What follows belongs to an exercise in optimizing a design on an open flow for small area, a short achievable clock period and few clock cycles per item; a production flow would make more cautious choices.
The RTL was checked by simulation tests, not by an equivalence proof against the original design.
Power is estimated from default activity; no workload was simulated.

== trial 29 ==
==> flow/design.v <==
module SHA1_hash (
    input              clk,
    input              nreset,
    input              start_hash,
    input      [31:0]  message_addr,
    input      [31:0]  message_size,
    output     [159:0] hash,
    output reg         done,
    input      [31:0]  port_A_data_out,
    output     [15:0]  port_A_addr
);
localparam [31:0] H0I = 32'h67452301, H1I = 32'hefcdab89, H2I = 32'h98badcfe,
                  H3I = 32'h10325476, H4I = 32'hc3d2e1f0;
localparam [31:0] K0 = 32'h5a827999, K1 = 32'h6ed9eba1, K2 = 32'h8f1bbcdc,
                  K3 = 32'hca62c1d6;
reg        run;         
reg        first;       
reg        lastblk;     
reg        past;        
reg [6:0]  t;           
reg [14:0] rq;          
reg [13:0] raddr;       
reg        c_inc;       
reg        c_ld;        
reg        c_ldw;       
reg        c_part;      
reg        c_len;       
reg        c_hupd;      
reg        c_hxa;       
reg        c_ldc;       
reg        c_ldb;       
reg        c_lda;       
reg [1:0]  c_k;         
reg        c_ch, c_maj; 
reg        c_fin;       
assign port_A_addr = {raddr, 2'b00};
wire start  = !run && !done && start_hash;
wire finish = run && c_fin;
wire run_n  = start || (run && !c_fin);
wire       first_n = !run || (first && t != 7'd81);
wire [6:0] tn = !run ? 7'd76 : (t == 7'd81) ? 7'd0 : t + 7'd1;
wire       ldn = (tn >= 7'd79) || (tn <= 7'd12);
always @(posedge clk or negedge nreset) begin
    if (!nreset) begin
        run    <= 1'b0;
        done   <= 1'b0;
        raddr  <= 14'd0;
        c_hupd <= 1'b0;
    end else begin
        run    <= run_n;
        c_hupd <= run_n && (tn >= 7'd76) && (tn <= 7'd80);
        if (finish)
            done <= 1'b1;
        if (start)
            raddr <= message_addr[15:2];
        else if (run && c_inc)
            raddr <= raddr + 14'd1;
    end
end
always @(posedge clk) begin
    t      <= tn;
    c_inc  <= (tn >= 7'd78) || (tn <= 7'd11);
    c_ld   <= ldn;
    c_ldw  <= run && (t >= 7'd78 || t <= 7'd11);
    c_part <= c_ld ? (rq == 15'd1) : (rq == 15'd0);
    c_len  <= (tn == 7'd12) && past;
    c_hxa  <= (tn >= 7'd79);
    c_ldc  <= (tn == 7'd79) || (tn == 7'd80);
    c_ldb  <= (tn == 7'd80);
    c_lda  <= (tn >= 7'd80);
    c_k    <= (tn <= 7'd16 || tn >= 7'd79) ? 2'd0 :
              (tn <= 7'd36) ? 2'd1 : (tn <= 7'd56) ? 2'd2 : 2'd3;
    c_ch   <= (tn <= 7'd18) || (tn == 7'd81);
    c_maj  <= (tn >= 7'd39) && (tn <= 7'd58);
    c_fin  <= (tn == 7'd80) && lastblk;
    first <= first_n;
    if (!run) begin
        rq      <= message_size[16:2];
        lastblk <= 1'b0;
        past    <= 1'b0;
    end else begin
        if (c_ld)
            rq <= rq - 15'd1;
        if (c_ld && c_part)
            past <= 1'b1;
        if (c_ld && c_len)
            lastblk <= 1'b1;
    end
end
wire [31:0] word_in = {port_A_data_out[7:0], port_A_data_out[15:8],
                       port_A_data_out[23:16], port_A_data_out[31:24]};
wire        w_full = !past && !c_part;
reg  [31:0] mword;
always @* begin
    if (w_full)
        mword = word_in;
    else if (c_part)
        case (message_size[1:0])
            2'd0: mword = 32'h80000000;
            2'd1: mword = {word_in[31:24], 24'h800000};
            2'd2: mword = {word_in[31:16], 16'h8000};
            default: mword = {word_in[31:8], 8'h80};
        endcase
    else if (c_len)
        mword = {12'd0, message_size[16:0], 3'b000};
    else
        mword = 32'd0;
end
reg  [31:0] W [0:15];
wire [31:0] wx = W[13] ^ W[8] ^ W[2] ^ W[0];
integer i;
always @(posedge clk) begin
    for (i = 0; i < 15; i = i + 1)
        W[i] <= W[i+1];
    W[15] <= c_ldw ? mword : {wx[30:0], wx[31]};
end
function [31:0] add32;
    input [31:0] x, y;
    reg [31:0] g, p, g2, p2;
    integer k, d;
    begin
        g = x & y;
        p = x ^ y;
        for (d = 1; d < 32; d = d * 2) begin
            g2 = g;
            p2 = p;
            for (k = 0; k < 32; k = k + 1)
                if (k & d) begin
                    g2[k] = g[k] | (p[k] & g[(k & ~(d - 1)) - 1]);
                    p2[k] = p[k] & p[(k & ~(d - 1)) - 1];
                end
            g = g2;
            p = p2;
        end
        add32 = x ^ y ^ {g[30:0], 1'b0};
    end
endfunction
reg [31:0] A, B, C, CK, Y, Z;
reg [31:0] Q0, Q1, Q2, Q3, Q4;
assign hash = {Q0, Q1, Q2, Q3, Q4};
wire [31:0] Br = {B[1:0], B[31:2]};    
reg [31:0] kz;
always @* begin
    case (c_k)
        2'd0: kz = K0;
        2'd1: kz = K1;
        2'd2: kz = K2;
        default: kz = K3;
    endcase
end
wire [31:0] fy = c_ch  ? ((A & Br) | (~A & C)) :
                 c_maj ? ((A & Br) | (A & C) | (Br & C)) :
                         (A ^ Br ^ C);
wire [31:0] hx = c_hxa ? A : {A[1:0], A[31:2]};
wire [31:0] hsum = add32(Q4, hx);
reg  [31:0] hinit;
always @* begin
    case (t[2:0])
        3'd4: hinit = H4I;    
        3'd5: hinit = H3I;
        3'd6: hinit = H2I;
        3'd7: hinit = H1I;
        default: hinit = H0I;  
    endcase
end
always @(posedge clk) begin
    Z <= add32(CK, W[15]);
    CK <= add32(c_ldc ? Q2 : Br, kz);
    Y <= add32(fy, Z);
    A <= c_lda ? Q0 : add32({A[26:0], A[31:27]}, Y);
    B <= c_ldb ? {Q1[29:0], Q1[31:30]} : A;
    C <= c_ldc ? Q2 : Br;
    if (c_hupd) begin
        Q0 <= first ? hinit : hsum;
        Q1 <= Q0;
        Q2 <= Q1;
        Q3 <= Q2;
        Q4 <= Q3;
    end
end
endmodule
export LEC_CHECK = 0
export CAP_MARGIN = 20
export CORE_MARGIN = 2
export CORE_UTILIZATION = 40
export SETUP_SLACK_MARGIN = 2.8
export SLEW_MARGIN = 20
create_clock -name core_clock -period 6.0 [get_ports {clk}]
standard.sh (not shown) runs the stock make flow with config.mk's settings and CLKGATE_MAP_FILE= SYNTH_SCRIPT=/design/flow/synth_recipe.tcl, a recipe that flattens the netlist after the stock synthesis.
==> flow/flow/run.sh <==
#!/bin/bash
# Own flow: the standard layout (standard.sh) with three changes:
# - synthesis maps adders without Yosys's full-adder extraction
#   (ADDER_MAP_FILE empty) and with a delay-driven ABC script
#   (flow/abc_speed.script, copied over ORFS's);
# - ports are buffered with a plain buffer instead of a delay buffer;
# - clock tree sinks are clustered in groups of up to 30, without dummy loads.
# Each step's output goes to a log file of its own here.
set -euo pipefail
W=$PWD
rm -rf "$W/scripts_own"
cp -r "$FLOW_HOME/scripts" "$W/scripts_own"
cp "$W/flow/abc_speed.script" "$W/scripts_own/abc_speed.script"
bash standard.sh SCRIPTS_DIR="$W/scripts_own" ADDER_MAP_FILE= synth > "$W/synth.log" 2>&1
bash standard.sh "BUFFER_PORTS_ARGS=-buffer_cell sky130_fd_sc_hd__buf_2" \
  "CTS_ARGS=-sink_clustering_enable -repair_clock_nets -sink_clustering_size 30 -sink_clustering_max_diameter 60 -buf_list sky130_fd_sc_hd__clkbuf_16 -dont_use_dummy_load" > "$W/layout.log" 2>&1
==> flow/flow/abc_speed.script <==
strash
dch
map -D 1800
buffer -c
upsize -c -D 1800
dnsize -c -D 1800
Trial 29: no failed stages, no open violations at the end
Testbench counts of trial 29, summed over its fixed seeds: cycles 214,546, bytes 152,657.
## Diff of input files: trial 21 against trial 29
- a change of SETUP_SLACK_MARGIN from 2.8 to 3.1
- an added TNS_END_PERCENT of 10
- an added GPL_TIMING_DRIVEN of 0
-- flow/flow/run.sh --
<<< trial 29, line 13
cp "$W/flow/abc_speed.script" "$W/scripts_own/abc_speed.script"
bash standard.sh SCRIPTS_DIR="$W/scripts_own" ADDER_MAP_FILE= synth > "$W/synth.log" 2>&1
bash standard.sh "BUFFER_PORTS_ARGS=-buffer_cell sky130_fd_sc_hd__buf_2" \
  "CTS_ARGS=-sink_clustering_enable -repair_clock_nets -sink_clustering_size 30 -sink_clustering_max_diameter 60 -buf_list sky130_fd_sc_hd__clkbuf_16 -dont_use_dummy_load" > "$W/layout.log" 2>&1
>>> trial 21, line 13
cp "$W/flow/abc_speed.script" "$W/scripts_own/abc_speed.script"
bash standard.sh SCRIPTS_DIR="$W/scripts_own" ADDER_MAP_FILE= synth > "$W/synth.log" 2>&1
bash standard.sh "BUFFER_PORTS_ARGS=-buffer_cell sky130_fd_sc_hd__buf_1" \
  "CTS_ARGS=-sink_clustering_enable -repair_clock_nets -sink_clustering_size 30 -sink_clustering_max_diameter 60 -buf_list sky130_fd_sc_hd__clkbuf_16 -dont_use_dummy_load" > "$W/layout.log" 2>&1
### Flow results
Changes observed in trial 21 relative to trial 29: core utilization now larger; wire length picked up an extra 4.1 mm; hold slack moved down.
The run showing the greater power is trial 21.
Trial 21 reached the final stage; the timing, design-rule and antenna checks on its layout passed.
Re final area: trial 21 is about 2% up on trial 29.
Row share of the clock period used by the worst path: trial 21 lower / trial 29 higher


Setup of v15:
Starts from the design.v that is shown in full above.
export LEC_CHECK = 0
export CAP_MARGIN = 20
export CORE_MARGIN = 2
export CORE_UTILIZATION = 40
export SETUP_SLACK_MARGIN = 3.1
export SLEW_MARGIN = 20
export TNS_END_PERCENT = 10
create_clock -name core_clock -period 6.0 [get_ports {clk}]
==> flow/flow/run.sh <==
#!/bin/bash
# Own flow: the standard layout (standard.sh) with three changes:
# - synthesis maps adders without Yosys's full-adder extraction
#   (ADDER_MAP_FILE empty) and with a delay-driven ABC script
#   (flow/abc_speed.script, copied over ORFS's);
# - ports are buffered with a plain buffer instead of a delay buffer;
# - clock tree sinks are clustered in groups of up to 30, without dummy loads.
# Each step's output goes to a log file of its own here.
set -euo pipefail
W=$PWD
rm -rf "$W/scripts_own"
cp -r "$FLOW_HOME/scripts" "$W/scripts_own"
cp "$W/flow/abc_speed.script" "$W/scripts_own/abc_speed.script"
bash standard.sh SCRIPTS_DIR="$W/scripts_own" ADDER_MAP_FILE= synth > "$W/synth.log" 2>&1
bash standard.sh "BUFFER_PORTS_ARGS=-buffer_cell sky130_fd_sc_hd__buf_2" \
  "CTS_ARGS=-sink_clustering_enable -repair_clock_nets -sink_clustering_size 30 -sink_clustering_max_diameter 60 -buf_list sky130_fd_sc_hd__clkbuf_16 -dont_use_dummy_load" > "$W/layout.log" 2>&1
==> flow/flow/abc_speed.script <==
strash
dch
map -D 1800
topo
dnsize -c -D 1800
Testbench counts of v15, summed over its fixed seeds: cycles 214,546, bytes 152,657.
Input changes introduced in v56 (baseline for comparison: v15):
==> flow/flow/run.sh <==
#!/bin/bash
# Own flow: the standard layout (standard.sh) with three changes:
# - synthesis maps adders without Yosys's full-adder extraction
#   (ADDER_MAP_FILE empty) and with a delay-driven ABC script
#   (flow/abc_speed.script, copied over ORFS's);
# - ports are buffered with a plain buffer instead of a delay buffer.
# Each step's output goes to a log file of its own here.
set -euo pipefail
W=$PWD
rm -rf "$W/scripts_own"
cp -r "$FLOW_HOME/scripts" "$W/scripts_own"
cp "$W/flow/abc_speed.script" "$W/scripts_own/abc_speed.script"
bash standard.sh SCRIPTS_DIR="$W/scripts_own" ADDER_MAP_FILE= synth > "$W/synth.log" 2>&1
bash standard.sh "BUFFER_PORTS_ARGS=-buffer_cell sky130_fd_sc_hd__buf_2" > "$W/layout.log" 2>&1
==> flow/flow/abc_speed.script <==
strash
dch
map -D 1800
buffer -c
upsize -c -D 1800
dnsize -c -D 1800
-- flow/config.mk --
<<< v15, line 9
export CORE_MARGIN = 2
export CORE_UTILIZATION = 40
export SETUP_SLACK_MARGIN = 3.1
export SLEW_MARGIN = 20
export TNS_END_PERCENT = 10
>>> v56, line 9
export CORE_MARGIN = 2
export CORE_UTILIZATION = 40
export CTS_CLUSTER_DIAMETER = 60
export CTS_CLUSTER_SIZE = 30
export SETUP_SLACK_MARGIN = 3.2
export SLEW_MARGIN = 20
v56 vs v15: sequential share of power down. In v56 relative to v15, total via count after detailed routing had gone up slightly. A worst setup path startpoint of c_ldc$_DFF_P_ is what v15 shows, while c_hxa$_DFF_P_ belongs to v56. v15 → v56: length of the first detailed-routing pass in iterations increased 3; total power of the final layout increased about 10%. Diff v15..v56 | final sequential cell count | unchanged. Of v15 and v56, the higher placer's final routability congestion estimate belongs to v15. [v56] area after synthesis rose 730 sq um relative to v15. Of v15 and v56, the run reporting the lower setup slack was v15. v15 vs v56, power group with the largest share: registers vs combinational cells.
Modified inputs, v49 compared to v56
==> flow/flow/run.sh <==
#!/bin/bash
# Own flow: the standard layout (standard.sh) with three changes:
# - synthesis maps adders without Yosys's full-adder extraction
#   (ADDER_MAP_FILE empty) and with a delay-driven ABC script
#   (flow/abc_speed.script, copied over ORFS's);
# - ports are buffered with a plain buffer instead of a delay buffer;
# - clock tree sinks are clustered in groups of up to 30, without dummy loads.
# Each step's output goes to a log file of its own here.
set -euo pipefail
W=$PWD
rm -rf "$W/scripts_own"
cp -r "$FLOW_HOME/scripts" "$W/scripts_own"
cp "$W/flow/abc_speed.script" "$W/scripts_own/abc_speed.script"
bash standard.sh SCRIPTS_DIR="$W/scripts_own" ADDER_MAP_FILE= synth > "$W/synth.log" 2>&1
bash standard.sh "BUFFER_PORTS_ARGS=-buffer_cell sky130_fd_sc_hd__buf_1" \
  "CTS_ARGS=-sink_clustering_enable -repair_clock_nets -sink_clustering_size 30 -sink_clustering_max_diameter 60 -buf_list sky130_fd_sc_hd__clkbuf_16 -dont_use_dummy_load" > "$W/layout.log" 2>&1
-- flow/config.mk --
<<< v56, line 9
export CORE_MARGIN = 2
export CORE_UTILIZATION = 40
export CTS_CLUSTER_DIAMETER = 60
export CTS_CLUSTER_SIZE = 30
export SETUP_SLACK_MARGIN = 3.2
export SLEW_MARGIN = 20
>>> v49, line 9
export CORE_MARGIN = 2
export CORE_UTILIZATION = 40
export SETUP_SLACK_MARGIN = 3.1
export SLEW_MARGIN = 20
export TNS_END_PERCENT = 10
## What came out
v49 | status: complete | timing, DRC, antenna: pass
Comparing v56 and v49, maximum number of pins on one net before global-route repair is higher on v56.
Delta (v49 minus v56): post-cts repair resize count shrank by 110; number of diodes added for antenna fixing went down; area overhead of the layout relative to synthesis dropped 7.1 points.
A power group with the largest share of combinational cells is what v56 shows, while registers belongs to v49.
diff inputs: v49 => v36
-- flow/config.mk --
<<< v49, line 8
export CAP_MARGIN = 20
export CORE_MARGIN = 2
export CORE_UTILIZATION = 40
export SETUP_SLACK_MARGIN = 3.1
export SLEW_MARGIN = 20
>>> v36, line 8
export CAP_MARGIN = 20
export CORE_MARGIN = 2
export CORE_UTILIZATION = 50
export PLACE_DENSITY = 0.7
export SETUP_SLACK_MARGIN = 3.1
export SLEW_MARGIN = 20
==> comparison <==
- Timing, DRC, antenna: 0 failures across v36 and v49
- On power share of the sequential group, the higher figure sits with v49, not v36.
- In v36, worst-margin pin slew is higher than in v49.
- Compared with v49, v36 has less setup slack.
- [compare] base=v49 new=v36: leakage component of the power now sits higher; row count now sits lower; placed instance count now sits lower.
- Of the two values seen for launching element of the worst setup path, c_hxa$_DFF_P_ was produced by v49 and A[31]$_DFF_P_ by v36.
- Min die area across v36 and v49: v36
- Biggest cell delay along the critical path in v36 vs v49: up 0.23 ns
- Number of signal-net buffers in the layout: v36 > v49
diff inputs: v36 => v46
-- flow/flow/run.sh --
<<< v36, line 14
bash standard.sh SCRIPTS_DIR="$W/scripts_own" ADDER_MAP_FILE= synth > "$W/synth.log" 2>&1
bash standard.sh "BUFFER_PORTS_ARGS=-buffer_cell sky130_fd_sc_hd__buf_1" \
  "CTS_ARGS=-sink_clustering_enable -repair_clock_nets -sink_clustering_size 30 -sink_clustering_max_diameter 60 -buf_list sky130_fd_sc_hd__clkbuf_16 -dont_use_dummy_load" > "$W/layout.log" 2>&1
>>> v46, line 14
bash standard.sh SCRIPTS_DIR="$W/scripts_own" ADDER_MAP_FILE= synth > "$W/synth.log" 2>&1
bash standard.sh "BUFFER_PORTS_ARGS=-buffer_cell sky130_fd_sc_hd__buf_1" \
  "CTS_ARGS=-sink_clustering_enable -repair_clock_nets -sink_clustering_size 30 -sink_clustering_max_diameter 100 -buf_list sky130_fd_sc_hd__clkbuf_16 -dont_use_dummy_load" > "$W/layout.log" 2>&1
-- flow/config.mk --
<<< v36, line 8
export CAP_MARGIN = 20
export CORE_MARGIN = 2
export CORE_UTILIZATION = 50
export PLACE_DENSITY = 0.7
export SETUP_SLACK_MARGIN = 3.1
export SLEW_MARGIN = 20
>>> v46, line 8
export CAP_MARGIN = 20
export CORE_MARGIN = 2
export CORE_UTILIZATION = 40
export SETUP_SLACK_MARGIN = 3.1
export SLEW_MARGIN = 20
Notes after the runs:
- v46 reports its timing endpoint of the critical path as A[29]$_DFF_P_ while v36 reports A[30]$_DFF_P_.
- v46 vs. v36: worst slew slack as a fraction of its limit went up by 6.4 points.
- The top routing layer in use comes out met4 in one run and met5 in the other, namely in v36 and v46 respectively.
- The final reports for v46 and v36 show fraction of power consumed by the clock network lower in the former.
- Routed wire length essentially unchanged between v46 and v36.
- Going from v36 to v46, the die area was enlarged.
- Per the comparison of v46 with v36, total clock buffers created by CTS now smaller; worst-case setup margin in the final layout now larger.
- Going from v36 to v46, clock-buffer cell count has decreased; total power fell by about 5%.
The following lists how v43 was set up differently from v46:
-- flow/flow/run.sh --
<<< v46, line 14
bash standard.sh SCRIPTS_DIR="$W/scripts_own" ADDER_MAP_FILE= synth > "$W/synth.log" 2>&1
bash standard.sh "BUFFER_PORTS_ARGS=-buffer_cell sky130_fd_sc_hd__buf_1" \
  "CTS_ARGS=-sink_clustering_enable -repair_clock_nets -sink_clustering_size 30 -sink_clustering_max_diameter 100 -buf_list sky130_fd_sc_hd__clkbuf_16 -dont_use_dummy_load" > "$W/layout.log" 2>&1
>>> v43, line 14
bash standard.sh SCRIPTS_DIR="$W/scripts_own" ADDER_MAP_FILE= synth > "$W/synth.log" 2>&1
bash standard.sh "BUFFER_PORTS_ARGS=-buffer_cell sky130_fd_sc_hd__buf_1" \
  "CTS_ARGS=-sink_clustering_enable -repair_clock_nets -sink_clustering_size 30 -sink_clustering_max_diameter 80 -buf_list sky130_fd_sc_hd__clkbuf_16 -dont_use_dummy_load" > "$W/layout.log" 2>&1
- Relative to v46, data required time of the worst path increased by 0.06 ns in v43.
- Looking at beginning of the critical path, the c_k[0]$_SDFF_PP0_ result is from v43; the A[27]$_DFF_P_ one comes from v46.
- Taking v46 as the reference, in v43 number of setup buffers added after CTS now sits higher; detailed-route wire length on metal 1 now sits higher; setup slack of the worst register-to-register path now sits higher.
- In the metrics for v43 and v46, the one carrying the lower total non-filler cell area in the finished layout is v46.
- For the ratio of cells with drive above 1 in the final layout, v43 came in 0.95 points higher than v46 did.

## what the ideal ports hide
How much do the figures lean on ideal ports? The routed layouts below were timed once more, with nothing changed but the port constraints. Step 1, drivers: a clkbuf_16 drives clk and a buf_2 each remaining input, both assumed. Step 2 moves the port delays by t, midway between the first and last clock arrival at a register: inputs arrive t later, outputs are due t later. That takes back most of the time a late clock gives input paths. Three values: ideal ports, drivers, drivers and shift; two values: the first two.
| run | t (ns) | setup WS [ns] | clock arrival spread, ns | worst register clock-pin slew, ns | cell pins on the clock port's net |
|---|---|---|---|---|---|
| trial 29 | 0.657 | 3.002 / 3.002 / 2.941 | 0.081 / 0.080 | 0.11 / 0.11 | 1 |
| trial 21 | 0.660 | 3.109 / 3.109 / 2.888 | 0.064 / 0.064 | 0.11 / 0.11 | 1 |
| v15 | 0.681 | 3.058 / 3.058 / 2.902 | 0.099 / 0.100 | 0.11 / 0.11 | 1 |
| v56 | 0.679 | 3.159 / 3.159 / 2.805 | 0.048 / 0.047 | 0.11 / 0.11 | 1 |
| v49 | 0.680 | 3.090 / 3.090 / 2.937 | 0.097 / 0.098 | 0.10 / 0.10 | 1 |
| v36 | 0.668 | 3.040 / 3.040 / 2.876 | 0.103 / 0.102 | 0.11 / 0.11 | 1 |
| v46 | 0.636 | 3.106 / 3.106 / 2.918 | 0.067 / 0.068 | 0.12 / 0.12 | 1 |
| v43 | 0.636 | 3.152 / 3.152 / 2.896 | 0.070 / 0.070 | 0.11 / 0.11 | 1 |
After both steps every run listed still meets setup and hold. For v56, which loses most, drivers alone change the setup slack by 0.000 ns; drivers and shift together by -0.354 ns.
